What follows belongs to an exercise in optimizing a design on an open flow for small area and a short achievable clock period; a production flow would make more cautious choices.
RTL that was checked went through simulation tests only; none was proved equivalent to the original.

run a:
==> flow/design.v (excerpt) <==
module ula_top (
    input         clk,
    input  [31:0] in1,
    input  [31:0] in2,
    input  [4:0]  op,
    output [31:0] result,
    output        zero
);
Size: ~1000 cells after synthesis, about 100 I/O pins, roughly 7200 um2 of cells after synthesis.
==> module ula, before the edit <==
module ula (
    input  [31:0] A,        
    input  [31:0] B,        
    input         Cin,      
    input         Fill,     
    input  [1:0]  Sel,      
    input         SetInv,
    output [31:0] Result
);
    wire [31:0] sum;
    wire        cout;
    add32_hc u_add (.a(A), .b(B), .cin(Cin), .sum(sum), .cout(cout));
    wire [3:0]  sh = B[3:0];
    wire [31:0] r0 = sh[0] ? {{1{Fill}},  A[31:1]}  : A;
    wire [31:0] r1 = sh[1] ? {{2{Fill}},  r0[31:2]} : r0;
    wire [31:0] r2 = sh[2] ? {{4{Fill}},  r1[31:4]} : r1;
    wire [31:0] r3 = sh[3] ? {{8{Fill}},  r2[31:8]} : r2;
    wire [31:0] shr = r3;
    wire [31:0] shl;
    genvar i;
    generate
        for (i = 0; i < 32; i = i + 1) begin : g_rev
            assign shl[i] = shr[31 - i];
        end
    endgenerate
    wire SelSum = (Sel == 2'd0);
    wire SelShr = (Sel == 2'd1);
    wire SelShl = (Sel == 2'd2);
    wire SelSet = (Sel == 2'd3);
    assign Result = ({32{SelSum}} & sum)
                  | ({32{SelShr}} & shr)
                  | ({32{SelShl}} & shl)
                  | {31'b0, SelSet & (cout ^ SetInv)};
endmodule
==> module ula_top, before the edit <==
module ula_top (
    input         clk,
    input  [31:0] in1,
    input  [31:0] in2,
    input  [4:0]  op,
    output [31:0] result,
    output        zero
);
    reg [3:0] lut;
    reg       rev, lui, bkeep, binv, cin, sel_sum, sel_shr, sel_shl, sel_set,
              set_inv, sra;
    always @(*) begin
        lut = 4'b1100;    
        {rev, lui, bkeep, binv, cin, sel_sum, sel_shr, sel_shl, sel_set,
         set_inv, sra} = 11'b0;
        case (op)
            5'd0, 5'd17: begin lut = 4'b1000; sel_sum = 1'b1; end   
            5'd1, 5'd18: begin lut = 4'b1110; sel_sum = 1'b1; end   
            5'd3, 5'd19: begin lut = 4'b0110; sel_sum = 1'b1; end   
            5'd4:        begin lut = 4'b0001; sel_sum = 1'b1; end   
            5'd2, 5'd16: begin bkeep = 1'b1; sel_sum = 1'b1; end    
            5'd6: begin bkeep = 1'b1; binv = 1'b1; cin = 1'b1; sel_sum = 1'b1; end  
            5'd5, 5'd7, 5'd23, 5'd24: begin                         
                bkeep = 1'b1; binv = 1'b1; cin = 1'b1; sel_set = 1'b1; set_inv = 1'b1;
            end
            5'd20: begin lut = 4'b0110; binv = 1'b1; sel_set = 1'b1; set_inv = 1'b1; end  
            5'd21: begin lut = 4'b0110; binv = 1'b1; sel_set = 1'b1; end  
            5'd8, 5'd11:  begin lut = 4'b0000; rev = 1'b1; bkeep = 1'b1; sel_shl = 1'b1; end  
            5'd9, 5'd12:  begin bkeep = 1'b1; sel_shr = 1'b1; end    
            5'd10, 5'd13: begin bkeep = 1'b1; sel_shr = 1'b1; sra = 1'b1; end  
            5'd14, 5'd26, 5'd27: sel_sum = 1'b1;                     
            5'd25: begin lut = 4'b0000; lui = 1'b1; sel_sum = 1'b1; end  
            default: begin lut = 4'b0000; sel_sum = 1'b1; end        
        endcase
    end
    wire        s16   = in2[4];
    wire [3:0]  lut_s = ((sel_shr | sel_shl) & s16) ? 4'b0000 : lut;
    wire        rev0  = rev & ~s16;
    wire        rev16 = rev & s16;
    wire        shr16 = sel_shr & s16;
    wire        fil16 = shr16 & sra & in1[31];
    wire [31:0] a_n, b_n;
    genvar i;
    generate
        for (i = 0; i < 32; i = i + 1) begin : g_prep
            wire l = lut_s[{in1[i], in2[i]}];
            wire r = rev0 & in1[31 - i];
            if (i >= 16) begin : g_hi
                assign a_n[i] = l | r | (lui & in2[i - 16]) | fil16;
            end else begin : g_lo
                assign a_n[i] = l | r | (rev16 & in1[15 - i]) | (shr16 & in1[i + 16]);
            end
        end
    endgenerate
    assign b_n = (in2 & {32{bkeep}}) ^ {32{binv}};
    reg [31:0] a_q, b_q;
    reg        cin_q, fill_q, set_inv_q;
    reg [1:0]  sel_q;
    reg [31:0] result_q;
    wire [31:0] alu_result;
    ula u_ula (
        .A(a_q),
        .B(b_q),
        .Cin(cin_q),
        .Fill(fill_q),
        .Sel(sel_q),
        .SetInv(set_inv_q),
        .Result(alu_result)
    );
    always @(posedge clk) begin
        a_q       <= a_n;
        b_q       <= b_n;
        cin_q     <= cin;
        fill_q    <= sra & in1[31];
        sel_q     <= {sel_shl | sel_set, sel_shr | sel_set};
        set_inv_q <= set_inv;
        result_q  <= alu_result;
    end
    assign result = result_q;
    assign zero   = ~|result_q;
endmodule
clock: 5.5 ns
lec_check: 0
cap_margin: 20
core_margin: 2
core_utilization: 60
cts_buf_list: sky130_fd_sc_hd__clkbuf_8
setup_slack_margin: 2.95
slew_margin: 20
standard.sh (not shown) runs the stock make flow with config.mk's settings and CLKGATE_MAP_FILE= SYNTH_SCRIPT=/design/flow/synth_recipe.tcl, a recipe that flattens the netlist after the stock synthesis.
==> flow/flow/run.sh <==
#!/bin/bash
# Own layout flow: the standard flow (standard.sh) with three changes:
#  - synthesis maps the logic with the ABC script in flow/abc.script
#    (registers are mapped by the standard steps, unchanged);
#  - synthesis leaves the adder's half adders to ABC instead of mapping
#    them to ha cells first (no ADDER_MAP_FILE);
#  - the port buffers are plain buf_1 cells.
# Each tool's output goes to a log file in this folder.
set -euo pipefail
HERE=$(pwd)
# synthesis script: the standard one, with ORFS's synth.tcl calling abc with our script
sed "s#log_cmd abc {\*}\$abc_args#set abc_args [lreplace \$abc_args 1 1 $HERE/flow/abc.script]\n  log_cmd abc {*}\$abc_args#" \
    "$FLOW_HOME/scripts/synth.tcl" > "$HERE/synth_own.tcl"
grep -q "flow/abc.script" "$HERE/synth_own.tcl"
sed "s#source \$::env(SCRIPTS_DIR)/synth.tcl#source $HERE/synth_own.tcl#" synth_recipe.tcl > synth_recipe_own.tcl
grep -q "synth_own.tcl" synth_recipe_own.tcl
export BUFFER_PORTS_ARGS="-buffer_cell sky130_fd_sc_hd__buf_1"
bash standard.sh SYNTH_SCRIPT="$HERE/synth_recipe_own.tcl" ADDER_MAP_FILE= finish > standard.log 2>&1
==> flow/flow/abc.script <==
&get -n
&st
&dch
&nf -p -R 100
&put
buffer -c
topo
stime -c
upsize -c
dnsize -c
### run a -> run b
diff --git a/flow/design.v b/flow/design.v
--- a/flow/design.v
+++ b/flow/design.v
@@ -8,16 +8,16 @@
     output [31:0] Result
 );
     wire [31:0] sum;
     wire        cout;
     add32_hc u_add (.a(A), .b(B), .cin(Cin), .sum(sum), .cout(cout));
-    wire [3:0]  sh = B[3:0];
+    wire [4:0]  sh = B[4:0];
     wire [31:0] r0 = sh[0] ? {{1{Fill}},  A[31:1]}  : A;
     wire [31:0] r1 = sh[1] ? {{2{Fill}},  r0[31:2]} : r0;
     wire [31:0] r2 = sh[2] ? {{4{Fill}},  r1[31:4]} : r1;
     wire [31:0] r3 = sh[3] ? {{8{Fill}},  r2[31:8]} : r2;
-    wire [31:0] shr = r3;
+    wire [31:0] shr = sh[4] ? {{16{Fill}}, r3[31:16]} : r3;
     wire [31:0] shl;
     genvar i;
     generate
         for (i = 0; i < 32; i = i + 1) begin : g_rev
             assign shl[i] = shr[31 - i];
@@ -268,26 +268,20 @@
             5'd14, 5'd26, 5'd27: sel_sum = 1'b1;                     
             5'd25: begin lut = 4'b0000; lui = 1'b1; sel_sum = 1'b1; end  
             default: begin lut = 4'b0000; sel_sum = 1'b1; end        
         endcase
     end
-    wire        s16   = in2[4];
-    wire [3:0]  lut_s = ((sel_shr | sel_shl) & s16) ? 4'b0000 : lut;
-    wire        rev0  = rev & ~s16;
-    wire        rev16 = rev & s16;
-    wire        shr16 = sel_shr & s16;
-    wire        fil16 = shr16 & sra & in1[31];
     wire [31:0] a_n, b_n;
     genvar i;
     generate
         for (i = 0; i < 32; i = i + 1) begin : g_prep
-            wire l = lut_s[{in1[i], in2[i]}];
-            wire r = rev0 & in1[31 - i];
+            wire l = lut[{in1[i], in2[i]}];
+            wire r = rev & in1[31 - i];
             if (i >= 16) begin : g_hi
-                assign a_n[i] = l | r | (lui & in2[i - 16]) | fil16;
+                assign a_n[i] = l | r | (lui & in2[i - 16]);
             end else begin : g_lo
-                assign a_n[i] = l | r | (rev16 & in1[15 - i]) | (shr16 & in1[i + 16]);
+                assign a_n[i] = l | r;
             end
         end
     endgenerate
     assign b_n = (in2 & {32{bkeep}}) ^ {32{binv}};
     reg [31:0] a_q, b_q;
On detailed-routing iteration count for the pre-antenna-repair pass, the lower figure sits with run b, not run a.
Relative to run a, the final cell area reported for run b is lower.
Run b and run a ended up with nearly the same data required time at the worst endpoint.
Utilization of the core after routing (higher): run a
Number of distinct library cells after synthesis: run b vs run a up 8
Run b — number of cells traversed by the worst register-to-register path 1 lower, run a as reference
On layout overhead on the synthesized area: between run b and run a, it ends up lower for run b.
Only the layout flow was run in run a; the RTL was not checked for function there.

-- separate check: timing with driven ports --
Ports are ideal in the flow. The routed layouts listed here were re-timed in OpenROAD.
Step 1: set_driving_cell puts a clkbuf_16 on clk and a buf_2 on each other input, an assumption about the parent block.
Step 2, shift: input delay + t, output delay - t, t = (earliest + latest rising clock arrival at the registers) / 2. This alone moves slack from input paths to output paths.
Slacks: no drivers / after step 1 / after step 2; pairs: no drivers / after step 1.
run | t, ns | slack for setup (ns) | slew at the worst register clock pin (ns)
run a | 0.425 | 2.896 / 2.896 / 2.546 | 0.11 / 0.11
run b | 0.423 | 2.958 / 2.924 / 2.527 | 0.11 / 0.11
After both steps setup and hold are still met in every run listed. For run b, which loses most, drivers alone change the setup slack by -0.034 ns; drivers and shift together by -0.431 ns.
